Source: an optimization exercise on an open RTL-to-GDS flow (aim: small area and a short achievable clock period). Production flows keep margins and buffers that such runs may drop. Only simulation tests tie the RTL to the original design; equivalence was not proved. Power figures rest on the tool's default switching activity, not on a simulated workload.

==> flow/design.v <==
`timescale 1ns/10ps
module IOTDF( clk, rst, in_en, iot_in, fn_sel, busy, valid, iot_out);
input          clk;
input          rst;
input          in_en;
input  [7:0]   iot_in;
input  [2:0]   fn_sel;
output         busy;
output         valid;
output [127:0] iot_out;
reg  [135:0] ring;
reg  [7:0]   ib;        
reg          g;         
reg          nadd;      
reg          gt, lt;    
reg  [2:0]   fs;        
reg  [4:0]   c;         
reg  [2:0]   p;         
reg          busy_r, valid_r;
reg          win, lose;  
reg          exc;       
reg          first;     
reg          k1, k2, ones, nz;  
assign busy    = busy_r;
assign valid   = valid_r;
assign iot_out = ring[127:0];
wire proc  = (c != 5'd0) & (c != 5'd17);
wire gap   = (c == 5'd16);
wire lane0 = (c == 5'd1);
wire last  = (p == 3'd7);
wire m_max  = (fs == 3'd1) | (fs == 3'd6);
wire m_rnd  = (fs == 3'd1) | (fs == 3'd2);
wire m_peak = (fs == 3'd6) | (fs == 3'd7);
wire m_mm   = m_rnd | m_peak;
wire m_avg  = (fs == 3'd3);
wire m_flt  = (fs == 3'd4) | (fs == 3'd5);
wire better    = m_max ? gt : lt;
wire worse     = m_max ? lt : gt;
wire eq_st     = ~win & ~lose;
wire load      = m_flt | ((m_rnd | (m_peak & first)) & (p == 3'd0));
wire dwr       = proc & (load | (m_mm & (win | (eq_st & ~worse))));
wire beat      = proc & eq_st & better & ~load;
wire       fresh  = m_avg & (p == 3'd0);
wire       addon  = m_avg & proc;
wire [7:0] wold   = fresh ? 8'd0 : ring[132:125];
wire [7:0] asum   = addon ? ib : wold;
wire [7:0] nrb    = ring[127:120];
wire [7:0] nwold  = nadd ? ring[124:117] : 8'd0;
wire [7:0] ag = iot_in & nwold;
wire [7:0] ap = iot_in | nwold;
wire [8:0] ac;
assign ac[0] = 1'b0;
genvar j, k;
generate
  for (j = 1; j < 9; j = j + 1) begin : cla
    wire [j-1:0] terms;
    for (k = 0; k < j; k = k + 1) begin : tm
      if (k == j - 1) begin : last
        assign terms[k] = ag[k];
      end else begin : mid
        assign terms[k] = ag[k] & (&ap[j-1:k+1]);
      end
    end
    assign ac[j] = |terms;
  end
endgenerate
wire [8:0] nsum = {ac[8], iot_in ^ nwold ^ ac[7:0]};
wire [7:0] cg = iot_in & ~nrb;      
wire [7:0] cl = ~iot_in & nrb;
wire [7:0] ce = ~(cg | cl);
wire [7:0] gtt, ltt;
generate
  for (j = 0; j < 8; j = j + 1) begin : cmp
    if (j == 7) begin : msb
      assign gtt[j] = cg[j];
      assign ltt[j] = cl[j];
    end else begin : oth
      assign gtt[j] = cg[j] & (&ce[7:j+1]);
      assign ltt[j] = cl[j] & (&ce[7:j+1]);
    end
  end
endgenerate
wire ngt = |gtt;
wire nlt = |ltt;
wire [122:0] cv = {ring[119:0], ring[135:133]};
wire [122:0] cn;
wire [30:0]  pg;
wire [30:0]  q;
genvar i;
generate
  for (i = 0; i < 31; i = i + 1) begin : grp
    if (i < 30) begin : full
      assign pg[i] = &cv[4*i+3:4*i];
      assign cn[4*i+3:4*i] = cv[4*i+3:4*i] + {3'd0, g & q[i]};
    end else begin : top
      assign pg[i] = 1'b0;
      assign cn[122:120] = cv[122:120] + {2'd0, g & q[i]};
    end
    if (i == 0) begin : q0
      assign q[i] = 1'b1;
    end else begin : qi
      assign q[i] = &pg[i-1:0];
    end
  end
endgenerate
wire top_in  = fs[0] ? ((ib >= 8'hC0) | (ib < 8'h7F))
                     : ((ib >= 8'h70) & (ib < 8'hAF));
wire top_bnd = fs[0] ? (ib == 8'h7F) : (ib == 8'hAF);
wire ones_f  = ones & (&ib);
wire nz_f    = nz | (|ib);
wire v_next = m_flt ? (nz_f & (k1 | (k2 & ~ones_f)))
                    : (last & (m_avg | m_rnd | (m_peak & (first | exc | beat))));
always @(posedge clk) begin
    ib <= nsum[7:0];
    g  <= nsum[8];
    nadd <= ~rst & m_avg & (c != 5'd15) & ~(gap ? last : (p == 3'd0));
    gt <= ngt;
    lt <= nlt;
    fs <= fn_sel;
    ring[4:0]     <= dwr ? ib[4:0] : asum[7:3];
    ring[7:5]     <= dwr ? ib[7:5] : cn[2:0];
    ring[127:8]   <= cn[122:3];
    ring[132:128] <= ring[124:120];
    ring[135:133] <= asum[2:0];
    if (~proc) begin
        win  <= 1'b0;
        lose <= 1'b0;
    end else if (eq_st) begin
        win  <= better;
        lose <= worse;
    end
    if (lane0) begin
        k1   <= top_in;
        k2   <= top_bnd;
        nz   <= |ib;
        ones <= 1'b1;
    end else begin
        nz   <= nz_f;
        ones <= ones_f;
    end
    if (rst) begin
        c       <= 5'd17;
        p       <= 3'd0;
        busy_r  <= 1'b0;
        valid_r <= 1'b0;
        first   <= 1'b1;
    end else begin
        c       <= c[4] ? 5'd0 : c + 5'd1;
        busy_r  <= (c == 5'd14);
        valid_r <= gap & v_next;
        if (gap) begin
            p <= p + 3'd1;
            if (last) first <= 1'b0;
        end
    end
    if (gap & last)
        exc <= 1'b0;
    else if (beat)
        exc <= 1'b1;
end
endmodule
==> flow/flow/run.sh <==
#!/bin/bash
# Standard ORFS layout, with plain buffers (not delay cells) on the ports and
# a tighter setup target for the repair steps. Synthesis is the standard one.
set -euo pipefail
bash standard.sh synth > synth.log 2>&1
export BUFFER_PORTS_ARGS="-buffer_cell sky130_fd_sc_hd__buf_2"
export SETUP_SLACK_MARGIN=${MARGIN:-5}
export DONT_USE_CELLS="sky130_fd_sc_hd__clkdlybuf4s15_1 sky130_fd_sc_hd__clkdlybuf4s15_2 sky130_fd_sc_hd__clkdlybuf4s18_1 sky130_fd_sc_hd__clkdlybuf4s18_2 sky130_fd_sc_hd__clkdlybuf4s25_1 sky130_fd_sc_hd__clkdlybuf4s25_2 sky130_fd_sc_hd__clkdlybuf4s50_1 sky130_fd_sc_hd__clkdlybuf4s50_2 sky130_fd_sc_hd__dlygate4sd1_1 sky130_fd_sc_hd__dlygate4sd2_1 sky130_fd_sc_hd__dlygate4sd3_1 sky130_fd_sc_hd__dlymetal6s2s_1 sky130_fd_sc_hd__dlymetal6s4s_1 sky130_fd_sc_hd__dlymetal6s6s_1"
bash standard.sh > layout.log 2>&1
==> flow/standard.sh <==
#!/bin/bash
# synth_recipe.tcl (not shown) runs the flow's synth.tcl, then flattens the netlist and writes it again
# the make line also repeats each setting of config.mk as NAME=value (left out here)
make -C /OpenROAD-flow-scripts/flow DESIGN_CONFIG=/design/flow/config.mk WORK_HOME=/design/flow/orfs CLKGATE_MAP_FILE= SYNTH_SCRIPT=/design/flow/synth_recipe.tcl "${@:-finish}"
==> flow/config.mk <==
export PLATFORM = sky130hd
export DESIGN_NAME = IOTDF
export DESIGN_NICKNAME = IOTDF
export VERILOG_FILES = /design/flow/design.v
export SDC_FILE = /design/flow/constraint.sdc
export NUM_CORES = 4
export LEC_CHECK = 0
export CAP_MARGIN = 20
export CORE_MARGIN = 2
export CORE_UTILIZATION = 40
export PLACE_DENSITY = 0.6
export SLEW_MARGIN = 20
==> flow/constraint.sdc <==
create_clock -name core_clock -period 8.0 [get_ports {clk}]
set_input_delay 1.6000 -clock core_clock [delete_from_list [all_inputs] [get_ports {clk}]]
set_output_delay 1.6000 -clock core_clock [all_outputs]
set_load 0.01 [all_outputs]
==> metrics.md, run 1 <==
| Metric | Value |
|---|---|
| Outcome | `timing/DRC/antenna clean` |
| CTS sink cnt | `169` |
| CP arrival | `3.24 ns` |
| Core Region | `19590 µm²` |
| Synth Instances | `797` |
| Worst Tran Pin Value | `0.5739 ns` |
| Vias in the first global route | `4968` |
| Tot GR Track Use | `15.34%` |
| Minimum clock period | `2.892 ns` |
| Antenna violations before repair | `0` |
| Grt ovf | `0` |
| Simple-gate area share of the yosys netlist | `14.35%` |
| Number of port buffers | `142` |
| Setup_tns | `0 ns` |
| Post-synthesis cell area | `8045 µm²` |
| Pin count of the biggest net entering global routing | `17` |
| Min-delay worst type | `reg2reg` |
| #FFs+latches synth | `169` |
| Max-Cap Viols | `0` |
| Number of flops mapped to enable cells by yosys | `2` |
| RSZ-0062 raised after global routing | `yes` |
| Clock skew | `0.01118 ns` |
| Initial core utilization | `41.07%` |
| Clock transition at path regs | `0.07 ns` |
| Worst vdd ir | `0.1628 mV` |
| Share of synthesized cell area in full adder, half adder and majority cells | `15.49%` |
| Critical path capture point type | `flip-flop` |
| Drt drc | `0` |
| Post-Layout Cell Count | `1098` |
| Async set-or-reset flop fraction in the synthesized netlist | `0%` |
| Dpl hpwl | `12430 µm` |
| Leakage power | `4.178 nW` |
| TritonCTS clock tree | `built` |
| Nets | `933` |
| Final setup vio count | `0` |
| H-tree depth | `4` |
| Fin. Hold Viols | `0` |
| Syn_area_per_cell | `10.09 µm²` |
| Antenna Cells | `0` |
| Mux cell area share after synthesis | `1.369%` |
| Final ANT Viol Nets | `0` |
| Seq/Total Area, Yosys | `42.30%` |
| Most frequent cells in the layout | `167 x dfxtp_1, 142 x buf_2, 98 x ha_1` |
| Area Growth Syn to Fin | `8.398%` |
| Syn_nets | `910` |
| Total die area | `21260 µm²` |
| Starting DRC count in detailed routing | `216` |
| Final core area utilization | `44.52%` |
| Initial DRT Pass Iterations | `4` |
| Commonest register cell after synthesis | `dfxtp_1` |
| Req. time, crit path | `8.35 ns` |
| Commonest non-fill, non-tap cell in the layout | `dfxtp_1` |
| Max frequency | `345.8 MHz` |
| Placed cells | `1064` |
| DR WL/cell | `14.69 µm` |
| Slew Limit Headroom | `61.45%` |
| XOR/XNOR share of the synthesized area | `7.621%` |
| Largest family of logic cells by synthesized area | `adder cells` |
| Die height | `145.8 µm` |
| I/O pins | `144` |
| Final Power | `2.641 mW` |
| Critical path class | `reg2reg` |
| Worst Path Max Fanout | `7` |
| Library cells used by synthesis | `50` |
| First-pass GRT wire length | `25850 µm` |
| Final period utilization | `36.15%` |
| Yosys warns | `1` |
| Power per cell area | `302.9 nW/µm²` |
| Share of layout cells above drive strength 1 | `24.01%` |
| Drt total wl | `16130 µm` |
| Root Driver | `clkbuf_16` |
| CP Launch Type | `flip-flop` |
| Clk buf depth | `2` |
| Avg Vias per Cell | `4.659` |
| Synth Area in Compound Gates | `4.168%` |
| Via count | `5116` |
| Die Wd | `145.8 µm` |
| Slew Limit Fails | `0` |
| CTS Buf Count | `17` |
| # rows | `51` |
| Latest clock arrival within the worst-skew pair | `0.42 ns` |
| Final Wtd Congestion | `0.8146` |
-- per-stage QoR --
step / hold WS, ns / cell area (µm²) / worst slack (ns)
2_1_floorplan: 0.3762 / 8045 / 5.196
3_3_place_gp: 0.4399 / 8070 / 4.801
3_5_place_dp: 0.4515 / 8070 / 4.795
4_1_cts: 0.4619 / 8677 / 5.024
5_1_grt: 0.4623 / 8721 / 4.991
6_report: 0.4540 / 8721 / 5.108
-- cell families (layout without fill, tap and decap cells) --
family,after synthesis,count (layout)
simple gates,212,212
buf+inv,183,219
flops,169,169
fa+ha+maj,99,99
xor+xnor,70,70
compound gates,54,54
mux,10,10
-- state kept, by name, indices dropped and copies added, names as in the netlist, 3 cells and up --
register	cells
c	5
fs	3
ib	8
p	3
ring	136
-- cells in the mapped netlist, types with 2 or more instances --
library cell / n / share of area [%]
nand3b_1: 2 / 0.19
nor4_1: 10 / 0.78
nor3b_1: 4 / 0.37
nand2_1: 41 / 1.9
xnor2_1: 35 / 3.8
and3_1: 3 / 0.23
buf_6: 2 / 0.28
nor3_1: 19 / 1.2
nor2b_1: 5 / 0.39
a21oi_1: 11 / 0.68
mux2i_1: 2 / 0.25
o31ai_1: 2 / 0.19
a221o_1: 3 / 0.37
dfxtp_1: 167 / 42
or2_2: 3 / 0.23
a21o_1: 3 / 0.28
ha_1: 98 / 15
nand3_1: 46 / 2.9
and2_1: 7 / 0.54
nand2b_1: 7 / 0.54
mux2_2: 8 / 1.1
or4_1: 3 / 0.28
or3_1: 4 / 0.31
o21ai_0: 20 / 1.2
nor2_1: 22 / 1.0
nand4_1: 22 / 1.7
and3b_1: 2 / 0.22
clkbuf_1: 11 / 0.51
buf_4: 128 / 12
a31oi_1: 8 / 0.62
xor2_1: 35 / 3.8
inv_1: 42 / 2.0
and4_1: 4 / 0.44
edfxtp_1: 2 / 0.75
-- final cells by class --
class,count,area (µm²)
clock inverters,14,160.2
inverters,42,157.7
flip-flops and latches,169,3403
clock buffers,18,429.2
multi-input cells,445,3506
repair buffers,145,733.2
fillers,1915,10870
well taps,265,331.6
-- final timing paths --
check                     from  slack, ns           endpoint  depth (start not counted)
min reg2reg  ring[121]$_DFF_P_       0.45  ring[129]$_DFF_P_                          0
max            ring[0]$_DFF_P_       5.11   ring[91]$_DFF_P_                          8
min          ring[121]$_DFF_P_       0.45  ring[129]$_DFF_P_                          0
max reg2reg    ring[0]$_DFF_P_       5.11   ring[91]$_DFF_P_                          8
-- worst max-delay path, stage by stage (launching register included) --
cell	delay, ns
dfxtp_1	0.39
nand3_1	0.18
or4_4	0.58
or3_4	0.41
or3_4	0.47
nor4_4	0.28
ha_1	0.21
ha_1	0.16
xor2_1	0.15
-- report_power, final --
part / total (mW) / leakage (nW) / switching, mW / internal (mW)
Clock: 0.820 / 0.288 / 0.353 / 0.467
Combinational: 0.528 / 2.47 / 0.281 / 0.247
Sequential: 1.29 / 1.42 / 0.231 / 1.06
-- metal layers --
layer | track usage, % | wire length (µm) | vias up
met4 | 5.735 | 297 | 0
met5 | 0 | 0 | -
met1 | 20.53 | 8046 | 2352
met3 | 3.981 | 774 | 22
li1 | - | - | 2635
met2 | 23.80 | 7010 | 107
-- repair_timing --
item / CTS / global route
resized for setup: 3 / 5
pin swaps: 0 / 1
endpoints found under the setup margin: 24 / 32
hold buffers: 0 / 0
buffers inserted: 0 / 2
==> run 2: changes to the inputs <==
--- a/flow/flow/run.sh
+++ b/flow/flow/run.sh
@@ -5,3 +5,3 @@
 bash standard.sh synth > synth.log 2>&1
-export BUFFER_PORTS_ARGS="-buffer_cell sky130_fd_sc_hd__buf_2"
+export BUFFER_PORTS_ARGS="-buffer_cell sky130_fd_sc_hd__buf_1"
 export SETUP_SLACK_MARGIN=${MARGIN:-5}
==> run 2 against run 1 <==
Wire length shrank 1.0%. Sequential cell count is the same. Clock skew grew 0.00052 ns. Combinational power shrank 9.5%. Total power grew 0.67%. Via count shrank 0.49%. Sequential share of layout area grew 0.61 points. Cell count is the same. Non-clock buffer count is the same. Hold slack lost 0.018 ns. Register-to-register slack is essentially flat. Final area shrank 1.5%. Critical path type unchanged. Critical endpoint is now ring[127]$_DFF_P_. Largest cell class unchanged. Highest routed layer unchanged.
==> metrics.md, run 2 <==
| Metric | Value |
|---|---|
| I/O pins | `144 (unchanged)` |
| CTS sink cnt | `169 (unchanged)` |
| Slew Limit Headroom | `60.14% (-1.3 points)` |
| Yosys warns | `1 (unchanged)` |
| Syn_nets | `910 (unchanged)` |
| Leakage power | `3.752 nW (-10%)` |
| Final setup vio count | `0 (unchanged)` |
| Vias in the first global route | `4928 (-0.81%)` |
| Crit-path cells | `nand4_1 -> or4_1 -> or4_1 -> nor4_2 -> and2_1 -> ha_1 -> ha_1 -> xor2_1` |
| Critical path class | `reg2reg` |
| #FFs+latches synth | `169 (unchanged)` |
| Post-synthesis cell area | `8045 µm² (unchanged)` |
| Cell with the most instances after synthesis | `dfxtp_1` |
| Final instance area | `8586 µm² (-1.5%)` |
| Drt total wl | `15970 µm (-1.0%)` |
| Outcome | `timing/DRC/antenna clean` |
| Fin. Hold Viols | `0 (unchanged)` |
| CP arrival | `3.24 ns (about the same)` |
| Setup_tns | `0 ns (unchanged)` |
| Starting DRC count in detailed routing | `160 (-26%)` |
| Sequential share of power | `48.8% (-0.2 points)` |
| Initial core utilization | `41.07% (unchanged)` |
| Worst Tran Pin Value | `0.5929 ns (+0.01900 ns)` |
| Max frequency | `344.7 MHz (-0.30%)` |
| Grt ovf | `0 (unchanged)` |
| H-tree depth | `4 (unchanged)` |
| First-pass GRT wire length | `25940 µm (+0.32%)` |
| Synth area leaders | `dfxtp_1 42%, ha_1 15%, buf_4 12%` |
| Area of the multi-input gates | `3488 µm² (-0.50%)` |
| Min-delay worst type | `reg2reg` |
| Drt drc | `0 (unchanged)` |
| CP top delay family | `simple AND/OR/NAND/NOR gates` |
| Latest clock arrival within the worst-skew pair | `0.41 ns (about the same)` |
| Top-area cell type share of the netlist area | `41.56% (unchanged)` |
| Fill cell count | `1924 (+0.47%)` |
| Largest Register | `ring` |
| Max-Cap Viols | `0 (unchanged)` |
| Nets | `933 (unchanged)` |
| Setup slack after layout | `5.099 ns (-0.008840 ns)` |
| Clock transition at path regs | `0.06 ns (about the same)` |
| Final period utilization | `36.26% (+0.11 points)` |
| Hold Path Cell Cnt | `0 (unchanged)` |
| Initial DRT Pass Iterations | `4 (unchanged)` |
| Seq. cell area | `3403 µm² (unchanged)` |
| Worst Path Max Fanout | `4 (-3)` |
| Clock power frac | `33.2% (+2.1 points)` |
| Critical-path top delay cell | `or4_1` |
| Number of cells on the critical path | `8 (unchanged)` |
| Largest regs | `ring (136), ib (8), c (5)` |
| Number of flops mapped to enable cells by yosys | `2 (unchanged)` |
| Via count | `5091 (-0.49%)` |
| Crit path buf inv count | `0 (unchanged)` |
| Synth Instances | `797 (unchanged)` |
| Sw power | `0.8407 mW (-2.8%)` |
| Area Growth Syn to Fin | `6.718%` |
| Minimum clock period | `2.901 ns (+0.008840 ns)` |
| Leading area contributor after synthesis | `dfxtp_1` |
| DR WL/cell | `14.54 µm (-1.0%)` |
| Share of layout cells above drive strength 1 | `6.603% (-17 points)` |
| CTS Buf Count | `17 (unchanged)` |
| Final Wtd Congestion | `0.8145 (about the same)` |
| Commonest non-fill, non-tap cell in the layout | `dfxtp_1` |
| CP Launch Type | `flip-flop` |
| Cts hold-fix bufs | `0 (unchanged)` |
| Avg Vias per Cell | `4.637 (-0.49%)` |
| RSZ-0062 raised after global routing | `yes` |
| Library cells used by synthesis | `50 (unchanged)` |
| Slew Limit Fails | `0 (unchanged)` |
| Max reg flops | `136 (unchanged)` |
| WHS | `0.4355 ns (-0.01848 ns)` |
| Commonest register cell after synthesis | `dfxtp_1` |
| Tot GR Track Use | `15.21% (-0.12 points)` |
| Post-synth top cells | `167 x dfxtp_1, 128 x buf_4, 98 x ha_1, 46 x nand3_1, 42 x inv_1` |
| Worst vdd ir | `0.1747 mV (+7.3%)` |
| # rows | `51 (unchanged)` |
| Root Driver | `clkbuf_16` |
| Total die area | `21260 µm² (unchanged)` |
| Power per cell area | `309.7 nW/µm² (+2.3%)` |
| Antenna Cells | `0 (unchanged)` |
| Clock skew | `0.01170 ns (+0.0005241 ns)` |
| Syn_area_per_cell | `10.09 µm² (unchanged)` |
| Comb pwr share | `18.0% (-2.0 points)` |
| Die Wd | `145.8 µm (unchanged)` |
| Number of port buffers | `142 (unchanged)` |
| Dpl hpwl | `12440 µm (about the same)` |
| Internal power | `1.818 mW (+2.4%)` |
| Antenna violations before repair | `0 (unchanged)` |
| Dpl ws | `4.790 ns (-0.004950 ns)` |
| Core Region | `19590 µm² (unchanged)` |
| CP peak stage delay | `0.70 ns (+0.12 ns)` |
| Placed standard-cell area | `7893 µm² (-2.2%)` |
| Die height | `145.8 µm (unchanged)` |
| Final ANT Viol Nets | `0 (unchanged)` |
| Async set-or-reset flop fraction in the synthesized netlist | `0% (unchanged)` |
| Most frequent cells in the layout | `167 x dfxtp_1, 142 x buf_1, 98 x ha_1` |
| Req. time, crit path | `8.34 ns (about the same)` |
| Worst r2r path cells | `8 (unchanged)` |
| Pin count of the biggest net entering global routing | `17 (unchanged)` |
| TritonCTS clock tree | `built` |
| Critical path capture point type | `flip-flop` |
| Seq/Total Area, Yosys | `42.30% (unchanged)` |
| Sw frac | `31.62% (-1.1 points)` |
| Clk buf depth | `2 (unchanged)` |
## run 2: final cells by class
class	count	share of cell area [%]
clock inverters	10	1.909
multi-input cells	445	40.63
repair buffers	145	6.470
clock buffers	22	5.654
flip-flops and latches	169	39.64
well taps	265	3.862
inverters	42	1.836
## run 2: metal layers
metal  track usage (%)  part of all wire, %  wire length (µm)  up-vias
li1                  -                    -                 -     2630
met1             20.74                   50              7935     2355
met2             23.16                   44              7045       94
met3             4.984                  5.0               794       12
met4             4.069                  1.2               191        0
met5                 0                    0                 0        -
## run 2: through the flow
step	util [%]	power [mW]	std cells
4_1_cts	43.72	2.696	1096
3_5_place_dp	40.29	1.803	1064
5_1_grt	43.83	2.813	1098
6_report	43.83	2.659	1098
3_3_place_gp	40.29	1.799	1064
2_1_floorplan	-	1.778	797
## run 2: final timing paths
path,slack (ns),to,startpoint
max,5.10,ring[127]$_DFF_P_,ring[32]$_DFF_P_
min,0.44,ring[128]$_DFF_P_,ring[120]$_DFF_P_
max reg2reg,5.10,ring[127]$_DFF_P_,ring[32]$_DFF_P_
min reg2reg,0.44,ring[128]$_DFF_P_,ring[120]$_DFF_P_
## run 2: repair_timing
action,in CTS,in global routing
buffers inserted,0,2
gates resized for setup,4,1
pin swaps,0,1
setup endpoints to repair,27,24
## run 2: kinds of logic after synthesis
kind of cell	synth area share [%]
and+or+nand+nor	14.35
AOI/OAI and AO/OA	4.168
xor gates and xnor gates	7.620
adders and majority gates	15.49
buffers and inverters	14.70
DFF	42.30
muxes	1.369
## run 2: power by group through the flow
| stage | registers (mW) | clock network, mW | logic (mW) |
|---|---|---|---|
| finish | 1.30 | 0.883 | 0.478 |
| global route | 1.34 | 0.936 | 0.538 |
| CTS | 1.30 | 0.901 | 0.491 |
| detailed placement | 1.32 | 0 | 0.485 |
| global placement | 1.32 | 0 | 0.481 |
| floorplan | 1.24 | 0 | 0.542 |
==> run 3: changes to the inputs <==
--- a/flow/design.v
+++ b/flow/design.v
@@ -14,3 +14,2 @@
 reg          nadd;      
-reg          gt, lt;    
 reg  [2:0]   fs;        
@@ -22,3 +21,3 @@
 reg          first;     
-reg          k1, k2, ones, nz;  
+reg          kz;        
 assign busy    = busy_r;
@@ -46,3 +45,2 @@
 wire [7:0] asum   = addon ? ib : wold;
-wire [7:0] nrb    = ring[127:120];
 wire [7:0] nwold  = nadd ? ring[124:117] : 8'd0;
@@ -67,4 +65,5 @@
 wire [8:0] nsum = {ac[8], iot_in ^ nwold ^ ac[7:0]};
-wire [7:0] cg = iot_in & ~nrb;      
-wire [7:0] cl = ~iot_in & nrb;
+wire [7:0] rb = ring[135:128];
+wire [7:0] cg = ib & ~rb;      
+wire [7:0] cl = ~ib & rb;
 wire [7:0] ce = ~(cg | cl);
@@ -82,4 +81,4 @@
 endgenerate
-wire ngt = |gtt;
-wire nlt = |ltt;
+wire gt = |gtt;
+wire lt = |ltt;
 wire [122:0] cv = {ring[119:0], ring[135:133]};
@@ -105,8 +104,7 @@
 endgenerate
-wire top_in  = fs[0] ? ((ib >= 8'hC0) | (ib < 8'h7F))
+wire top_in  = fs[0] ? ((ib >= 8'hC0) | ((ib < 8'h7F) & (ib != 8'h00)))
                      : ((ib >= 8'h70) & (ib < 8'hAF));
-wire top_bnd = fs[0] ? (ib == 8'h7F) : (ib == 8'hAF);
-wire ones_f  = ones & (&ib);
-wire nz_f    = nz | (|ib);
-wire v_next = m_flt ? (nz_f & (k1 | (k2 & ~ones_f)))
+wire top_pnd = fs[0] ? ((ib == 8'h7F) | (ib == 8'h00)) : (ib == 8'hAF);
+wire nek     = kz ? (|ib) : ~(&ib);
+wire v_next = m_flt ? (win | (lose & nek))
                     : (last & (m_avg | m_rnd | (m_peak & (first | exc | beat))));
@@ -116,4 +114,2 @@
     nadd <= ~rst & m_avg & (c != 5'd15) & ~(gap ? last : (p == 3'd0));
-    gt <= ngt;
-    lt <= nlt;
     fs <= fn_sel;
@@ -127,2 +123,11 @@
         lose <= 1'b0;
+    end else if (m_flt) begin
+        if (lane0) begin
+            win  <= top_in;
+            lose <= top_pnd;
+            kz   <= ~(|ib);
+        end else if (lose & nek) begin
+            win  <= 1'b1;
+            lose <= 1'b0;
+        end
     end else if (eq_st) begin
@@ -130,11 +135,2 @@
         lose <= worse;
-    end
-    if (lane0) begin
-        k1   <= top_in;
-        k2   <= top_bnd;
-        nz   <= |ib;
-        ones <= 1'b1;
-    end else begin
-        nz   <= nz_f;
-        ones <= ones_f;
     end
--- a/flow/flow/run.sh
+++ b/flow/flow/run.sh
@@ -6,4 +6,5 @@
 export BUFFER_PORTS_ARGS="-buffer_cell sky130_fd_sc_hd__buf_1"
-export SETUP_SLACK_MARGIN=${MARGIN:-5}
+export SETUP_SLACK_MARGIN=${MARGIN:-5.45}
 export DONT_USE_CELLS="sky130_fd_sc_hd__clkdlybuf4s15_1 sky130_fd_sc_hd__clkdlybuf4s15_2 sky130_fd_sc_hd__clkdlybuf4s18_1 sky130_fd_sc_hd__clkdlybuf4s18_2 sky130_fd_sc_hd__clkdlybuf4s25_1 sky130_fd_sc_hd__clkdlybuf4s25_2 sky130_fd_sc_hd__clkdlybuf4s50_1 sky130_fd_sc_hd__clkdlybuf4s50_2 sky130_fd_sc_hd__dlygate4sd1_1 sky130_fd_sc_hd__dlygate4sd2_1 sky130_fd_sc_hd__dlygate4sd3_1 sky130_fd_sc_hd__dlymetal6s2s_1 sky130_fd_sc_hd__dlymetal6s4s_1 sky130_fd_sc_hd__dlymetal6s6s_1"
+export CTS_ARGS="-sink_clustering_enable -repair_clock_nets -dont_use_dummy_load"
 bash standard.sh > layout.log 2>&1
==> run 3 against run 2 <==
Clock power decreased by 27%. Sequential cell count shrank 5. Sequential power up 14%. Non-clock buffer count up 25. Wire length down 0.76%. Maximum frequency up 12%. Die area decreased by 3.1%. Critical path depth down 6. Worst setup slack better by 0.32 ns. Largest power group unchanged. Cell count decreased by 1.1%.
==> metrics.md, run 3 <==
| Metric | Value |
|---|---|
| Mux cell area share after synthesis | `1.350% (-0.019 points)` |
| Yosys warns | `1 (unchanged)` |
| Largest regs | `ring (136), ib (8), c (5)` |
| Pin count of the biggest net entering global routing | `17 (unchanged)` |
| Max-Cap Viols | `0 (unchanged)` |
| Share of layout cells above drive strength 1 | `41.78% (+35 points)` |
| WHS | `0.3634 ns (-0.07210 ns)` |
| Commonest register cell after synthesis | `dfxtp_1` |
| Largest Register | `ring` |
| Top-area cell type share of the netlist area | `41.92% (+0.36 points)` |
| Flop-to-flop setup slack | `5.45 ns (+0.35 ns)` |
| DR WL/cell | `14.59 µm (+0.33%)` |
| Via count | `5106 (+0.29%)` |
| Most frequent cells in the layout | `99 x buf_2, 95 x dfxtp_2, 90 x ha_1` |
| Final instance area | `9032 µm² (+5.2%)` |
| Clock transition at path regs | `0.06 ns (about the same)` |
| Simple-gate area share of the yosys netlist | `13.11% (-1.2 points)` |
| Synth area leaders | `dfxtp_1 42%, ha_1 16%, buf_4 12%` |
| Post-synthesis cell area | `7785 µm² (-3.2%)` |
| Worst Path Max Fanout | `3 (-1)` |
| Worst Tran Pin Value | `0.6696 ns (+0.07670 ns)` |
| Antenna violations before repair | `0 (unchanged)` |
| Die height | `143.5 µm (-1.6%)` |
| Final ANT Viol Nets | `0 (unchanged)` |
| Reg-to-Reg Start | `ring[38]$_DFF_P_` |
| Leading area contributor after synthesis | `dfxtp_1` |
| TritonCTS clock tree | `built` |
| Max reg flops | `136 (unchanged)` |
| Starting DRC count in detailed routing | `182 (+14%)` |
| Req. time, crit path | `6.40 ns (-1.94 ns)` |
| Largest family of logic cells by synthesized area | `adder cells` |
| CP arrival | `0.98 ns (-2.26 ns)` |
| Antenna Cells | `0 (unchanged)` |
| Dpl hpwl | `11800 µm (-5.1%)` |
| Max frequency | `387.7 MHz (+12%)` |
| R2R Path End | `ring[99]$_DFF_P_` |
| CTS Buf Count | `17 (unchanged)` |
| Core Region | `19270 µm² (-1.6%)` |
| Clk buf depth | `2 (unchanged)` |
| CP Launch Type | `flip-flop` |
| Drt total wl | `15840 µm (-0.76%)` |
| Cell with the most instances after synthesis | `dfxtp_1` |
| End of the worst hold path | `ring[132]$_DFF_P_` |
| Hold path startpoint | `ring[124]$_DFF_P_` |
| Share of synthesized cell area in full adder, half adder and majority cells | `16.01% (+0.52 points)` |
| Drt drc | `0 (unchanged)` |
| Die Wd | `143.5 µm (-1.6%)` |
| Seq/Total Area, Yosys | `42.30% (about the same)` |
| Syn_area_per_cell | `10.22 µm² (+1.2%)` |
| Min-delay worst type | `reg2reg` |
| Latest clock arrival within the worst-skew pair | `0.41 ns (about the same)` |
| Setup_tns | `0 ns (unchanged)` |
| #FFs+latches synth | `164 (-3.0%)` |
| CTS sink cnt | `164 (-3.0%)` |
| Area of the multi-input gates | `3535 µm² (+1.3%)` |
| Nets | `936 (+0.32%)` |
| Critical path class | `reg2out` |
| Initial DRT Pass Iterations | `4 (unchanged)` |
| First-pass GRT wire length | `24560 µm (-5.3%)` |
| Root Driver | `clkbuf_16` |
| Placed standard-cell area | `7746 µm² (-1.9%)` |
| Final Wtd Congestion | `0.8244 (+1.2%)` |
| Power per cell area | `323.1 nW/µm² (+4.3%)` |
| XOR/XNOR share of the synthesized area | `7.988% (+0.37 points)` |
| RSZ-0062 raised after global routing | `yes` |
| Total die area | `20590 µm² (-3.1%)` |
| Hold Path Cell Cnt | `0 (unchanged)` |
| Commonest non-fill, non-tap cell in the layout | `buf_2` |
| Fill cell count | `1871 (-2.8%)` |
| Area Growth Syn to Fin | `16.02%` |
| Library cells used by synthesis | `56 (+12%)` |
| Initial core utilization | `40.40% (-0.67 points)` |
| Synth Instances | `762 (-4.4%)` |
| # rows | `51 (unchanged)` |
| Critical path capture point type | `primary output` |
| Worst vdd ir | `0.1832 mV (+4.8%)` |
| Post-synth top cells | `163 x dfxtp_1, 120 x buf_4, 98 x ha_1, 48 x inv_1, 41 x nand3_1` |
| Final setup vio count | `0 (unchanged)` |
| Fin. Hold Viols | `0 (unchanged)` |
| Clock skew | `0.02225 ns (+0.01055 ns)` |
| Number of flops mapped to enable cells by yosys | `1 (-1)` |
| H-tree depth | `4 (unchanged)` |
| Final Power | `2.918 mW (+9.8%)` |
| Tot GR Track Use | `15.30% (+0.082 points)` |
| Async set-or-reset flop fraction in the synthesized netlist | `0% (unchanged)` |
| Minimum clock period | `2.579 ns (-0.3220 ns)` |
| Synth Area in Compound Gates | `4.854% (+0.69 points)` |
| Worst r2r path cells | `10 (+2)` |
| Number of port buffers | `142 (unchanged)` |
| Syn_nets | `875 (-3.8%)` |
| Slew Limit Headroom | `55.27% (-4.9 points)` |
| Slew Limit Fails | `0 (unchanged)` |
| Avg Vias per Cell | `4.702 (+1.4%)` |
| Outcome | `timing/DRC/antenna clean` |
| Final period utilization | `32.24% (-4.0 points)` |
| Grt ovf | `0 (unchanged)` |
| I/O pins | `144 (unchanged)` |
| Seq. cell area | `3543 µm² (+4.1%)` |
| Leakage power | `4.215 nW (+12%)` |
| Vias in the first global route | `4834 (-1.9%)` |
run 3: cell types whose count changed after synthesis, sizes merged, moves of 7 or more:
cell	change
a31oi	-8
buf	-8
nand2	-13
nand4	+7
nor2	+8
o21ai	-14
run 3: cell type report:
| class | count | area share, % |
|---|---|---|
| Clock buffer | 17 | 4.710 |
| Sequential cell | 164 | 39.23 |
| Tap cell | 265 | 3.671 |
| Timing Repair Buffer | 170 | 11.12 |
| Inverter | 48 | 2.133 |
| Multi-Input combinational cell | 422 | 39.13 |
run 3: kinds of logic after synthesis:
logic type      count (synthesis)
buf+inv                       176
mux                            10
fa+ha+maj                      99
compound gates                 55
xor+xnor                       71
flops                         164
simple gates                  187
run 3: worst max path at each step:
stage,start,end,slack (ns),cells past startpoint
3_5_place_dp,iot_in[1],ib[7]$_DFF_P_,4.78,9
3_3_place_gp,iot_in[1],ib[7]$_DFF_P_,4.79,9
5_1_grt,ring[38]$_DFF_P_,ring[100]$_DFF_P_,5.32,10
6_report,ring[31]$_DFF_P_,iot_out[31],5.42,2
4_1_cts,ring[0]$_DFF_P_,ring[99]$_DFF_P_,5.41,10
2_1_floorplan,iot_in[1],ib[7]$_DFF_P_,5.29,8
run 3: what timing repair did:
item / CTS / global route
setup buffers: 6 / 22
pin swaps: 11 / 17
resized for setup: 235 / 112
endpoints found under the setup margin: 167 / 120
hold buffers: 0 / 0
run 3: layer usage:
| metal | up-vias | wire (µm) | track usage [%] |
|---|---|---|---|
| met4 | 0 | 176 | 4.696 |
| met5 | - | 0 | 0 |
| met2 | 102 | 7731 | 24.79 |
| li1 | 2594 | - | - |
| met1 | 2399 | 7151 | 19.40 |
| met3 | 11 | 784 | 4.965 |
run 3: worst max-delay path, stage by stage, from the launching register on:
cell,delay (ns)
dfxtp_4,0.35
buf_6,0.11
buf_6,0.11
run 3: power by group:
| group | switching (mW) | total (mW) | internal (mW) |
|---|---|---|---|
| combinational | 0.389 | 0.793 | 0.404 |
| clock | 0.275 | 0.644 | 0.368 |
| sequential | 0.301 | 1.48 | 1.18 |
run 3: metrics by stage:
| step | utilization (%) | instances | setup WS [ns] |
|---|---|---|---|
| after floorplan | - | 762 | 5.291 |
| after global placement | 40.20 | 1041 | 4.790 |
| after detailed placement | 40.20 | 1041 | 4.779 |
| after CTS | 44.43 | 1064 | 5.414 |
| after global routing | 46.87 | 1086 | 5.316 |
| final | 46.87 | 1086 | 5.421 |
==> run 4: changes to the inputs <==
--- a/flow/flow/run.sh
+++ b/flow/flow/run.sh
@@ -6,3 +6,3 @@
 export BUFFER_PORTS_ARGS="-buffer_cell sky130_fd_sc_hd__buf_1"
-export SETUP_SLACK_MARGIN=${MARGIN:-5.45}
+export SETUP_SLACK_MARGIN=${MARGIN:-5.25}
 export DONT_USE_CELLS="sky130_fd_sc_hd__clkdlybuf4s15_1 sky130_fd_sc_hd__clkdlybuf4s15_2 sky130_fd_sc_hd__clkdlybuf4s18_1 sky130_fd_sc_hd__clkdlybuf4s18_2 sky130_fd_sc_hd__clkdlybuf4s25_1 sky130_fd_sc_hd__clkdlybuf4s25_2 sky130_fd_sc_hd__clkdlybuf4s50_1 sky130_fd_sc_hd__clkdlybuf4s50_2 sky130_fd_sc_hd__dlygate4sd1_1 sky130_fd_sc_hd__dlygate4sd2_1 sky130_fd_sc_hd__dlygate4sd3_1 sky130_fd_sc_hd__dlymetal6s2s_1 sky130_fd_sc_hd__dlymetal6s4s_1 sky130_fd_sc_hd__dlymetal6s6s_1"
==> run 4 against run 3 <==
Critical path depth shrank 1. Final area shrank 8.1%. Die area is the same. Clock power grew 0.8%. Synthesized cell count is the same. Clock-buffer cell count is the same. Register-to-register slack lost 0.08 ns. Sequential power shrank 5%. First-iteration DRC count shrank 4.9%. Sequential cell count is the same. Critical path type unchanged.
==> metrics.md, run 4 <==
| Metric | Value |
|---|---|
| Outcome | `timing/DRC/antenna clean` |
| Critical path capture point type | `primary output` |
| DR WL/cell | `14.31 µm (-1.9%)` |
| Most frequent cells in the layout | `152 x dfxtp_1, 142 x buf_1, 96 x ha_1` |
| Yosys warns | `1 (unchanged)` |
| Power per cell area | `325.1 nW/µm² (+0.63%)` |
| Commonest non-fill, non-tap cell in the layout | `dfxtp_1` |
| CP peak stage delay | `0.41 ns (+0.06 ns)` |
| Crit path buf inv count | `1 (-1)` |
| Worst r2r path cells | `9 (-1)` |
| Cts hold-fix bufs | `0 (unchanged)` |
| RSZ-0062 raised after global routing | `yes` |
| Clock transition at path regs | `0.06 ns (about the same)` |
| H-tree depth | `4 (unchanged)` |
| Fill cell count | `1986 (+6.1%)` |
| First-pass GRT wire length | `24030 µm (-2.2%)` |
| Antenna Cells | `0 (unchanged)` |
| Setup_tns | `0 ns (unchanged)` |
| Drt total wl | `15310 µm (-3.4%)` |
| Max-Cap Viols | `0 (unchanged)` |
| Post-Layout Cell Count | `1070 (-1.5%)` |
| CP top delay family | `flip-flops` |
| Req. time, crit path | `6.40 ns (about the same)` |
| R2R Path End | `ring[99]$_DFF_P_` |
| Number of port buffers | `142 (unchanged)` |
| Area Growth Syn to Fin | `6.622%` |
| CTS sink cnt | `164 (unchanged)` |
| Antenna violations before repair | `0 (unchanged)` |
| Root Driver | `clkbuf_16` |
| Fin. Hold Viols | `0 (unchanged)` |
| Latest clock arrival within the worst-skew pair | `0.42 ns (about the same)` |
| Leading area contributor after synthesis | `dfxtp_1` |
| Grt ovf | `0 (unchanged)` |
| Post-synth top cells | `163 x dfxtp_1, 120 x buf_4, 98 x ha_1, 48 x inv_1, 41 x nand3_1` |
| Syn_nets | `875 (unchanged)` |
| Largest Register | `ring` |
| Setup slack after layout | `5.361 ns (-0.05985 ns)` |
| Cell with the most instances after synthesis | `dfxtp_1` |
| Pin count of the biggest net entering global routing | `17 (unchanged)` |
| Reg-to-Reg Start | `ring[5]$_DFF_P_` |
| Share of layout cells above drive strength 1 | `7.702% (-34 points)` |
| Slew Limit Fails | `0 (unchanged)` |
| Largest regs | `ring (136), ib (8), c (5)` |
| Total die area | `20590 µm² (unchanged)` |
| Die Wd | `143.5 µm (unchanged)` |
| Slew Limit Headroom | `46.53% (-8.7 points)` |
| I/O pins | `144 (unchanged)` |
| Critical path class | `reg2out` |
| Worst Tran Pin Value | `0.7948 ns (+0.1252 ns)` |
| Number of cells on the critical path | `1 (-1)` |
| WHS | `0.4018 ns (+0.03835 ns)` |
| Dpl ws | `4.970 ns (+0.1917 ns)` |
| Dpl hpwl | `11780 µm (-0.19%)` |
| CP arrival | `1.04 ns (+0.06 ns)` |
| Minimum clock period | `2.639 ns (+0.05985 ns)` |
| Number of flops mapped to enable cells by yosys | `1 (unchanged)` |
| Starting DRC count in detailed routing | `173 (-4.9%)` |
| Final setup vio count | `0 (unchanged)` |
| Critical-path top delay cell | `dfxtp_1` |
| Setup crit start | `ring[19]$_DFF_P_` |
| Crit-path cells | `buf_1` |
| Max reg flops | `136 (unchanged)` |
| Syn_area_per_cell | `10.22 µm² (unchanged)` |
| Max frequency | `378.9 MHz (-2.3%)` |
| Synth area leaders | `dfxtp_1 42%, ha_1 16%, buf_4 12%` |
| Placed cells | `1041 (unchanged)` |
| Synth Instances | `762 (unchanged)` |
| Drt drc | `0 (unchanged)` |
| Final period utilization | `32.99% (+0.75 points)` |
| Avg Vias per Cell | `4.677 (-0.53%)` |
| Post-synthesis cell area | `7785 µm² (unchanged)` |
| Min-delay worst type | `reg2reg` |
| Die height | `143.5 µm (unchanged)` |
| Vias in the first global route | `4768 (-1.4%)` |
| #FFs+latches synth | `164 (unchanged)` |
| Worst vdd ir | `0.1517 mV (-17%)` |
| Final ANT Viol Nets | `0 (unchanged)` |
| Via count | `5004 (-2.0%)` |
| Tot GR Track Use | `15.01% (-0.29 points)` |
| CP Launch Type | `flip-flop` |
| Initial core utilization | `40.40% (unchanged)` |
| Clock skew | `0.02290 ns (+0.0006507 ns)` |
| Worst Path Max Fanout | `4 (+1)` |
| Initial DRT Pass Iterations | `4 (unchanged)` |
| Flop-to-flop setup slack | `5.37 ns (-0.08 ns)` |
| Commonest register cell after synthesis | `dfxtp_1` |
| Leakage power | `3.665 nW (-13%)` |
| Top-area cell type share of the netlist area | `41.92% (unchanged)` |
| Library cells used by synthesis | `56 (unchanged)` |
| Hold path startpoint | `ring[120]$_DFF_P_` |
| Capture point of the critical path | `iot_out[19]` |
| Clk buf depth | `2 (unchanged)` |
| Core Region | `19270 µm² (unchanged)` |
| Nets | `920 (-1.7%)` |
| Final instance area | `8300 µm² (-8.1%)` |
| Placed standard-cell area | `7724 µm² (-0.29%)` |
| CTS Buf Count | `17 (unchanged)` |
| TritonCTS clock tree | `built` |
| Seq/Total Area, Yosys | `42.30% (unchanged)` |
| Final Wtd Congestion | `0.8443 (+2.4%)` |
| Async set-or-reset flop fraction in the synthesized netlist | `0% (unchanged)` |
| # rows | `51 (unchanged)` |
[run 4: cell counts after synthesis]
No cell type changed its count.
[run 4: layer usage]
layer  vias up  track usage, %  wire length, µm
met5         -               0                0
met4         0           4.025              133
met3        11           4.765              790
met2        93           24.66             7399
met1      2338           19.04             6987
li1       2562               -                -
[run 4: worst register-to-register path: cells and delay by family (launching register included)]
kind          cells  cell delay, ns
xor+xnor          1            0.13
simple gates      6            1.73
flops             1            0.34
fa+ha+maj         2            0.35
[run 4: timing repair]
action,CTS,global route
endpoints found under the setup margin,17,29
gates resized for setup,1,20
pin swaps,2,13
buffers inserted,1,11
gates cloned,0,0
hold endpoints to repair,0,0
[run 4: report_power, final]
group          total [mW]  leakage (nW)  switching (mW)  internal [mW]
combinational       0.640          2.07           0.373          0.267
sequential           1.41          1.38           0.303           1.11
clock               0.649         0.209           0.281          0.369
[run 4: through the flow]
stage               utilization (%)  power [mW]
finish                        43.07       2.699
CTS                           42.35       2.715
floorplan                         -       2.015
global placement              40.08       2.047
detailed placement            40.08       2.050
global route                  43.07       2.882
[run 4: worst min path at each step]
| stage | cells after the start | end | slack, ns |
|---|---|---|---|
| floorplan | 0 | ring[128]$_DFF_P_ | 0.39 |
| global placement | 0 | ring[129]$_DFF_P_ | 0.39 |
| detailed placement | 0 | ring[129]$_DFF_P_ | 0.39 |
| CTS | 0 | ring[129]$_DFF_P_ | 0.41 |
| global route | 0 | ring[128]$_DFF_P_ | 0.40 |
| finish | 0 | ring[128]$_DFF_P_ | 0.40 |
[run 4: final cells by class]
type                            instances  area (µm²)  area share [%]
Inverter                               48       180.2           2.171
Sequential cell                       164        3312           39.90
Clock buffer                           17       425.4           5.125
Multi-Input combinational cell        422        3428           41.30
Tap cell                              265       331.6           3.995
Timing Repair Buffer                  154       623.1           7.507
[run 4: logic make-up (layout without fill, tap and decap cells)]
logic type / after synthesis / count (layout) / share of synthesized area, %
AND/OR/NAND/NOR: 187 / 187 / 13.12
XOR/XNOR: 71 / 71 / 7.988
adder cells (fa/ha/maj): 99 / 99 / 16.01
multiplexers: 10 / 10 / 1.350
flip-flops: 164 / 164 / 42.30
AO/OA/AOI/OAI: 55 / 55 / 4.854
buffers and inverters: 176 / 219 / 14.38
==> run 5: changes to the inputs <==
--- a/flow/flow/run.sh
+++ b/flow/flow/run.sh
@@ -6,3 +6,3 @@
 export BUFFER_PORTS_ARGS="-buffer_cell sky130_fd_sc_hd__buf_1"
-export SETUP_SLACK_MARGIN=${MARGIN:-5.25}
+export SETUP_SLACK_MARGIN=${MARGIN:-5.35}
 export DONT_USE_CELLS="sky130_fd_sc_hd__clkdlybuf4s15_1 sky130_fd_sc_hd__clkdlybuf4s15_2 sky130_fd_sc_hd__clkdlybuf4s18_1 sky130_fd_sc_hd__clkdlybuf4s18_2 sky130_fd_sc_hd__clkdlybuf4s25_1 sky130_fd_sc_hd__clkdlybuf4s25_2 sky130_fd_sc_hd__clkdlybuf4s50_1 sky130_fd_sc_hd__clkdlybuf4s50_2 sky130_fd_sc_hd__dlygate4sd1_1 sky130_fd_sc_hd__dlygate4sd2_1 sky130_fd_sc_hd__dlygate4sd3_1 sky130_fd_sc_hd__dlymetal6s2s_1 sky130_fd_sc_hd__dlymetal6s4s_1 sky130_fd_sc_hd__dlymetal6s6s_1"
==> run 5 against run 4 <==
Core utilization rose by 0.51 points. Combinational power barely moved. Wire length fell by 1.3%. Critical path type unchanged. Highest routed layer unchanged. Clock skew rose by 0.0052 ns. Clock-buffer cell count did not move. Via count fell by 0.22%.
==> metrics.md, run 5 <==
| Metric | Value |
|---|---|
| Outcome | `timing/DRC/antenna clean` |
| Initial DRT Pass Iterations | `4 (unchanged)` |
| Avg Vias per Cell | `4.684 (+0.15%)` |
| Tot GR Track Use | `14.88% (-0.12 points)` |
| CP arrival | `1.00 ns (-0.04 ns)` |
| DR WL/cell | `14.18 µm (-0.92%)` |
| Worst Tran Pin Value | `0.6214 ns (-0.1734 ns)` |
| Worst Path Max Fanout | `4 (unchanged)` |
| Root Driver | `clkbuf_16` |
| Final period utilization | `32.56% (-0.43 points)` |
| CP top delay family | `flip-flops` |
| Placed cells | `1041 (unchanged)` |
| Cell with the most instances after synthesis | `dfxtp_1` |
| Final instance area | `8398 µm² (+1.2%)` |
| #FFs+latches synth | `164 (unchanged)` |
| Dpl hpwl | `11720 µm (-0.54%)` |
| I/O pins | `144 (unchanged)` |
| Max reg flops | `136 (unchanged)` |
| H-tree depth | `4 (unchanged)` |
| Largest regs | `ring (136), ib (8), c (5)` |
| Setup_tns | `0 ns (unchanged)` |
| Critical-path top delay cell | `dfxtp_1` |
| Leakage power | `3.702 nW (+1.0%)` |
| Seq/Total Area, Yosys | `42.30% (unchanged)` |
| Drt drc | `0 (unchanged)` |
| End of the worst hold path | `ring[132]$_DFF_P_` |
| Synth area leaders | `dfxtp_1 42%, ha_1 16%, buf_4 12%` |
| Grt ovf | `0 (unchanged)` |
| Final Power | `2.709 mW (+0.38%)` |
| Top-area cell type share of the netlist area | `41.92% (unchanged)` |
| # rows | `51 (unchanged)` |
| Starting DRC count in detailed routing | `204 (+18%)` |
| Latest clock arrival within the worst-skew pair | `0.42 ns (about the same)` |
| Critical path class | `reg2out` |
| Syn_area_per_cell | `10.22 µm² (unchanged)` |
| Post-synthesis cell area | `7785 µm² (unchanged)` |
| Min-delay worst type | `reg2reg` |
| Final ANT Viol Nets | `0 (unchanged)` |
| Commonest register cell after synthesis | `dfxtp_1` |
| CP Launch Type | `flip-flop` |
| Area Growth Syn to Fin | `7.875%` |
| Post-Layout Cell Count | `1066 (-0.37%)` |
| Syn_nets | `875 (unchanged)` |
| Commonest non-fill, non-tap cell in the layout | `dfxtp_1` |
| Power per cell area | `322.6 nW/µm² (-0.79%)` |
| RSZ-0062 raised after global routing | `yes` |
| Hold Path Cell Cnt | `0 (unchanged)` |
| Worst r2r path cells | `9 (unchanged)` |
| Final Wtd Congestion | `0.8239 (-2.4%)` |
| Nets | `916 (-0.43%)` |
| WHS | `0.3724 ns (-0.02941 ns)` |
| Most frequent cells in the layout | `135 x dfxtp_1, 126 x buf_1, 93 x ha_1` |
| Synth Instances | `762 (unchanged)` |
| Library cells used by synthesis | `56 (unchanged)` |
| Slew Limit Headroom | `58.49% (+12 points)` |
| Leading area contributor after synthesis | `dfxtp_1` |
| Req. time, crit path | `6.40 ns (about the same)` |
| Async set-or-reset flop fraction in the synthesized netlist | `0% (unchanged)` |
| Number of flops mapped to enable cells by yosys | `1 (unchanged)` |
| Via count | `4993 (-0.22%)` |
| Crit-path cells | `buf_1` |
| Yosys warns | `1 (unchanged)` |
| Antenna violations before repair | `0 (unchanged)` |
| Final setup vio count | `0 (unchanged)` |
| TritonCTS clock tree | `built` |
| Drt total wl | `15110 µm (-1.3%)` |
| CP peak stage delay | `0.43 ns (+0.02 ns)` |
| CTS Buf Count | `17 (unchanged)` |
| Largest Register | `ring` |
| Placed standard-cell area | `7746 µm² (+0.29%)` |
| Critical path capture point type | `primary output` |
| Vias in the first global route | `4698 (-1.5%)` |
| Minimum clock period | `2.605 ns (-0.03407 ns)` |
| Worst vdd ir | `0.1927 mV (+27%)` |
| CTS sink cnt | `164 (unchanged)` |
| Share of layout cells above drive strength 1 | `12.61% (+4.9 points)` |
| Clock transition at path regs | `0.05 ns (about the same)` |
| Antenna Cells | `0 (unchanged)` |
| Crit path buf inv count | `1 (unchanged)` |
| Total die area | `20590 µm² (unchanged)` |
| R2R Path End | `ring[99]$_DFF_P_` |
| Max frequency | `383.9 MHz (+1.3%)` |
| Pin count of the biggest net entering global routing | `17 (unchanged)` |
| Initial core utilization | `40.40% (unchanged)` |
| Reg-to-Reg Start | `ring[32]$_DFF_P_` |
| Max-Cap Viols | `0 (unchanged)` |
| Die height | `143.5 µm (unchanged)` |
| Clk buf depth | `2 (unchanged)` |
| Number of port buffers | `142 (unchanged)` |
| Flop-to-flop setup slack | `5.42 ns (+0.05 ns)` |
| Fin. Hold Viols | `0 (unchanged)` |
| First-pass GRT wire length | `23710 µm (-1.3%)` |
| Post-synth top cells | `163 x dfxtp_1, 120 x buf_4, 98 x ha_1, 48 x inv_1, 41 x nand3_1` |
| Slew Limit Fails | `0 (unchanged)` |
| Clock skew | `0.02809 ns (+0.005187 ns)` |
| Die Wd | `143.5 µm (unchanged)` |
| Core Region | `19270 µm² (unchanged)` |
| Hold path startpoint | `ring[124]$_DFF_P_` |
-- run 5: cell counts after synthesis --
Identical to the previous run, type by type.
-- run 5: stage by stage --
step	setup WS [ns]	util, %
finish	5.395	43.58
global route	5.256	43.58
CTS	5.341	42.64
detailed placement	4.776	40.20
global placement	4.789	40.20
floorplan	5.291	-
-- run 5: area by class of cell --
cell class | count | area [µm²]
clock buffers | 17 | 425.4
fillers | 1939 | 10870
inverters | 48 | 192.7
multi-input cells | 422 | 3502
flip-flops and latches | 164 | 3331
well taps | 265 | 331.6
repair buffers | 150 | 615.6
-- run 5: per-layer routing --
metal  vias to the layer above  track usage, %  share of wire [%]
met4                         0           4.438                1.1
met5                         -               0                  0
met2                        94           23.71                 46
met3                        12           5.298                5.7
met1                      2345           18.97                 47
li1                       2542               -                  -
-- run 5: worst max path at each step --
stage	endpoint	from	slack, ns	depth (start not counted)
2_1_floorplan	ib[7]$_DFF_P_	iot_in[1]	5.29	8
3_3_place_gp	ib[7]$_DFF_P_	iot_in[1]	4.79	9
3_5_place_dp	ib[7]$_DFF_P_	iot_in[1]	4.78	9
4_1_cts	ring[99]$_DFF_P_	ring[0]$_DFF_P_	5.34	10
5_1_grt	ring[107]$_DFF_P_	ring[32]$_DFF_P_	5.26	9
6_report	iot_out[90]	ring[90]$_DFF_P_	5.40	1
-- run 5: worst register-to-register path: stages (launching register included) --
cell and delay [ns]:
dfxtp_2 0.35, nand4_1 0.21, nor3_2 0.28, nand4_1 0.25, or3_4 0.46, or2_4 0.30
nor3_4 0.21, ha_4 0.19, ha_4 0.13, xor2_1 0.13
-- run 5: where the power goes --
group / internal (mW) / switching (mW) / leakage, nW
registers: 1.11 / 0.309 / 1.38
logic: 0.272 / 0.367 / 2.11
clock network: 0.368 / 0.280 / 0.209
-- run 5: timing repair --
item / in CTS / in global routing
gates resized for setup: 9 / 57
pin swaps: 5 / 13
setup endpoints to repair: 35 / 60
buffers inserted: 3 / 5
hold buffers: 0 / 0
-- run 5: cells by family (layout without fill, tap and decap cells) --
group	Yosys count	count (layout)	share of synthesized area (%)
flip-flops	164	164	42.30
AO/OA/AOI/OAI	55	55	4.854
buffers and inverters	176	215	14.38
XOR/XNOR	71	71	7.988
AND/OR/NAND/NOR	187	187	13.12
adder cells (fa/ha/maj)	99	99	16.01
multiplexers	10	10	1.350
==> run 6: changes to the inputs <==
--- a/flow/flow/run.sh
+++ b/flow/flow/run.sh
@@ -6,5 +6,4 @@
 export BUFFER_PORTS_ARGS="-buffer_cell sky130_fd_sc_hd__buf_1"
-export SETUP_SLACK_MARGIN=${MARGIN:-5.35}
+export SETUP_SLACK_MARGIN=${MARGIN:-5}
 export DONT_USE_CELLS="sky130_fd_sc_hd__clkdlybuf4s15_1 sky130_fd_sc_hd__clkdlybuf4s15_2 sky130_fd_sc_hd__clkdlybuf4s18_1 sky130_fd_sc_hd__clkdlybuf4s18_2 sky130_fd_sc_hd__clkdlybuf4s25_1 sky130_fd_sc_hd__clkdlybuf4s25_2 sky130_fd_sc_hd__clkdlybuf4s50_1 sky130_fd_sc_hd__clkdlybuf4s50_2 sky130_fd_sc_hd__dlygate4sd1_1 sky130_fd_sc_hd__dlygate4sd2_1 sky130_fd_sc_hd__dlygate4sd3_1 sky130_fd_sc_hd__dlymetal6s2s_1 sky130_fd_sc_hd__dlymetal6s4s_1 sky130_fd_sc_hd__dlymetal6s6s_1"
-export CTS_ARGS="-sink_clustering_enable -repair_clock_nets -dont_use_dummy_load"
 bash standard.sh > layout.log 2>&1
==> run 6 against run 5 <==
Critical endpoint is now ring[99]$_DFF_P_. Combinational power down 3.9%. Core utilization down 0.57 points. Clock-buffer cell count up 3. Clock power up 22%. Hold slack better by 0.024 ns. Global-route usage up 0.16 points. First-iteration DRC count down 27%. Clock skew down 0.014 ns. Synthesized area unchanged. Wire length up 0.93%. Sequential power about the same. Total power up 3.6%.
==> metrics.md, run 6 <==
| Metric | Value |
|---|---|
| Final ANT Viol Nets | `0 (unchanged)` |
| Number of gates resized after cts | `0 (-9)` |
| Cts hold-fix bufs | `0 (unchanged)` |
| Critical-path top delay cell | `dfxtp_1` |
| Grt ovf | `0 (unchanged)` |
| Async set-or-reset flop fraction in the synthesized netlist | `0% (unchanged)` |
| Syn_nets | `875 (unchanged)` |
| Flop-to-flop setup slack | `5.20 ns (-0.22 ns)` |
| Final period utilization | `34.99% (+2.4 points)` |
| Die Wd | `143.5 µm (unchanged)` |
| Fill cell count | `1916 (-1.2%)` |
| Commonest register cell after synthesis | `dfxtp_1` |
| Largest regs | `ring (136), ib (8), c (5)` |
| Critical path capture point type | `flip-flop` |
| Drt drc | `0 (unchanged)` |
| Hold Path Cell Cnt | `0 (unchanged)` |
| Post-CTS setup buffers | `0 (-3)` |
| Minimum clock period | `2.799 ns (+0.1946 ns)` |
| Initial core utilization | `40.40% (unchanged)` |
| Placed standard-cell area | `7710 µm² (-0.47%)` |
| CP peak stage delay | `0.46 ns (+0.03 ns)` |
| Post-synth top cells | `163 x dfxtp_1, 120 x buf_4, 98 x ha_1, 48 x inv_1, 41 x nand3_1` |
| XOR/XNOR share of the synthesized area | `7.988% (unchanged)` |
| Total die area | `20590 µm² (unchanged)` |
| H-tree depth | `4 (unchanged)` |
| Setup_tns | `0 ns (unchanged)` |
| CTS Buf Count | `17 (unchanged)` |
| Simple-gate area share of the yosys netlist | `13.11% (unchanged)` |
| Crit-path cells | `nand2_2 -> nor4_4 -> nand4_4 -> or3_4 -> or2_1 -> nor3_4 -> ha_1 -> ha_1 -> xor2_1` |
| CTS sink cnt | `164 (unchanged)` |
| Yosys warns | `1 (unchanged)` |
| Core Region | `19270 µm² (unchanged)` |
| Worst Tran Pin Value | `0.6875 ns (+0.06612 ns)` |
| CP arrival | `3.15 ns (+2.15 ns)` |
| Seq/Total Area, Yosys | `42.30% (unchanged)` |
| Final Wtd Congestion | `0.8094 (-1.8%)` |
| End of the worst hold path | `ring[129]$_DFF_P_` |
| Hold path startpoint | `ring[121]$_DFF_P_` |
| Reg-to-Reg Start | `ring[135]$_DFF_P_` |
| Commonest non-fill, non-tap cell in the layout | `dfxtp_1` |
| Top-area cell type share of the netlist area | `41.92% (unchanged)` |
| Clk buf depth | `2 (unchanged)` |
| Leading area contributor after synthesis | `dfxtp_1` |
| Worst vdd ir | `0.1795 mV (-6.8%)` |
| Number of port buffers | `142 (unchanged)` |
| TritonCTS clock tree | `built` |
| Req. time, crit path | `8.35 ns (+1.95 ns)` |
| Pin count of the biggest net entering global routing | `17 (unchanged)` |
| Max reg flops | `136 (unchanged)` |
| Post-synthesis cell area | `7785 µm² (unchanged)` |
| Cell with the most instances after synthesis | `dfxtp_1` |
| Synth Instances | `762 (unchanged)` |
| Share of layout cells above drive strength 1 | `5.204% (-7.4 points)` |
| Max-Cap Viols | `0 (unchanged)` |
| Clock skew | `0.01375 ns (-0.01434 ns)` |
| Final setup vio count | `0 (unchanged)` |
| R2R Path End | `ring[99]$_DFF_P_` |
| Slew Limit Fails | `0 (unchanged)` |
| Avg Vias per Cell | `4.622 (-1.3%)` |
| Largest Register | `ring` |
| Dpl ws | `4.840 ns (+0.06452 ns)` |
| Largest family of logic cells by synthesized area | `adder cells` |
| Share of synthesized cell area in full adder, half adder and majority cells | `16.01% (unchanged)` |
| Latest clock arrival within the worst-skew pair | `0.42 ns (about the same)` |
| Fin. Hold Viols | `0 (unchanged)` |
| Final core area utilization | `43.01% (-0.57 points)` |
| Synth Area in Compound Gates | `4.854% (unchanged)` |
| Min-delay worst type | `reg2reg` |
| Worst Path Max Fanout | `9 (+5)` |
| Syn_area_per_cell | `10.22 µm² (unchanged)` |
| I/O pins | `144 (unchanged)` |
| Worst r2r path cells | `9 (unchanged)` |
| Max frequency | `357.2 MHz (-7.0%)` |
| DR WL/cell | `14.22 µm (+0.27%)` |
| Post-Layout Cell Count | `1073 (+0.66%)` |
| Setup slack after layout | `5.201 ns (-0.1946 ns)` |
| Final instance area | `8288 µm² (-1.3%)` |
| Library cells used by synthesis | `56 (unchanged)` |
| Outcome | `timing/DRC/antenna clean` |
| Vias in the first global route | `4818 (+2.6%)` |
| Nets | `908 (-0.87%)` |
| # rows | `51 (unchanged)` |
| Power per cell area | `338.7 nW/µm² (+5.0%)` |
| Tot GR Track Use | `15.05% (+0.16 points)` |
| Synth area leaders | `dfxtp_1 42%, ha_1 16%, buf_4 12%` |
| Dpl hpwl | `11820 µm (+0.83%)` |
| Root Driver | `clkbuf_16` |
| Crit path top cell by count | `ha_1` |
| Antenna violations before repair | `1 (+1)` |
| Via count | `4959 (-0.68%)` |
| Placed cells | `1041 (unchanged)` |
| Die height | `143.5 µm (unchanged)` |
| Most frequent cells in the layout | `163 x dfxtp_1, 142 x buf_1, 98 x ha_1` |
| #FFs+latches synth | `164 (unchanged)` |
| Critical path class | `reg2reg` |
| Starting DRC count in detailed routing | `148 (-27%)` |
| Initial DRT Pass Iterations | `5 (+1)` |
| CP Launch Type | `flip-flop` |
| Number of flops mapped to enable cells by yosys | `1 (unchanged)` |
| Leakage power | `3.655 nW (-1.3%)` |
| Slew Limit Headroom | `53.75% (-4.7 points)` |
| Area Growth Syn to Fin | `6.461%` |
| RSZ-0062 raised after global routing | `no` |
| Drt total wl | `15250 µm (+0.93%)` |
| Mux cell area share after synthesis | `1.350% (unchanged)` |
| Clock transition at path regs | `0.06 ns (about the same)` |
| First-pass GRT wire length | `23960 µm (+1.0%)` |
[run 6: metrics by stage]
step	hold WS [ns]	total power [mW]
floorplan	0.3933	2.014
global placement	0.3881	2.041
detailed placement	0.3897	2.039
CTS	0.4016	2.844
global route	0.4050	2.994
finish	0.3966	2.807
[run 6: worst max-delay path, delay by kind of cell (launching register included)]
| kind | cells | cell delay (ns) |
|---|---|---|
| simple gates | 6 | 1.79 |
| flops | 1 | 0.46 |
| fa+ha+maj | 2 | 0.35 |
| xor+xnor | 1 | 0.13 |
[run 6: routing by layer]
metal | up-vias | GRT usage [%] | wire length, µm
li1 | 2547 | - | -
met1 | 2293 | 18.86 | 7127
met2 | 108 | 24.36 | 6986
met3 | 11 | 5.365 | 990
met4 | 0 | 4.438 | 149
met5 | - | 0 | 0
[run 6: power breakdown]
group	total [mW]	switching (mW)	internal (mW)
Clock	0.788	0.327	0.461
Combinational	0.614	0.358	0.257
Sequential	1.41	0.306	1.10
Total	2.81	0.991	1.82
[run 6: final cells by class]
| class | instances | area (µm²) | share of cell area [%] |
|---|---|---|---|
| timing repair buffer | 142 | 533.0 | 6.431 |
| tap | 265 | 331.6 | 4.001 |
| sequential | 164 | 3293 | 39.73 |
| clock buffer | 20 | 436.7 | 5.269 |
| antenna | 1 | 2.502 | 0.03019 |
| clock inverter | 11 | 128.9 | 1.555 |
| inverter | 48 | 180.2 | 2.174 |
| multi-input combinational | 422 | 3382 | 40.81 |
[run 6: worst max-delay path by stage]
stage               cells after the start  slack [ns]               from          endpoint
floorplan                               8        5.17          iot_in[1]     ib[7]$_DFF_P_
global placement                        9        4.86          iot_in[1]     ib[7]$_DFF_P_
detailed placement                      9        4.84          iot_in[1]     ib[7]$_DFF_P_
CTS                                     9        5.13   ring[31]$_DFF_P_  ring[99]$_DFF_P_
global route                            9        5.00  ring[135]$_DFF_P_  ring[99]$_DFF_P_
finish                                  9        5.20  ring[135]$_DFF_P_  ring[99]$_DFF_P_
[run 6: cells by family after synthesis]
group,count (synthesis)
and+or+nand+nor,187
xor gates and xnor gates,71
adders and majority gates,99
muxes,10
AOI/OAI and AO/OA,55
DFF,164
buffers and inverters,176

## port drivers added, routing unchanged
Ports are ideal in the flow. The routed layouts listed here were re-timed in OpenROAD.
Step 1: set_driving_cell puts a clkbuf_16 on clk and a buf_2 on each other input, an assumption about the parent block.
Step 2 adds t to the input delays and takes it off the output delays; t is the mean of the earliest and latest rising clock arrival at the registers after step 1. Input paths then give back, and output paths get back, about the clock's delay inside the block.
Slacks: no drivers / after step 1 / after step 2; pairs: no drivers / after step 1.
run	shift t [ns]	slack for setup (ns)	clock arrival spread, ns	pins driven straight from the clock port
run 1	0.459	5.108 / 5.108 / 4.860	0.011 / 0.011	1
run 2	0.449	5.099 / 5.099 / 4.814	0.012 / 0.012	1
run 3	0.449	5.421 / 5.375 / 5.053	0.022 / 0.023	1
run 4	0.452	5.361 / 5.318 / 5.005	0.023 / 0.023	1
run 5	0.451	5.395 / 5.351 / 5.022	0.028 / 0.028	1
run 6	0.459	5.201 / 5.201 / 4.755	0.014 / 0.014	1
After both steps every run listed still meets setup and hold. For run 6, which loses most, drivers alone change the setup slack by 0.000 ns; drivers and shift together by -0.446 ns.
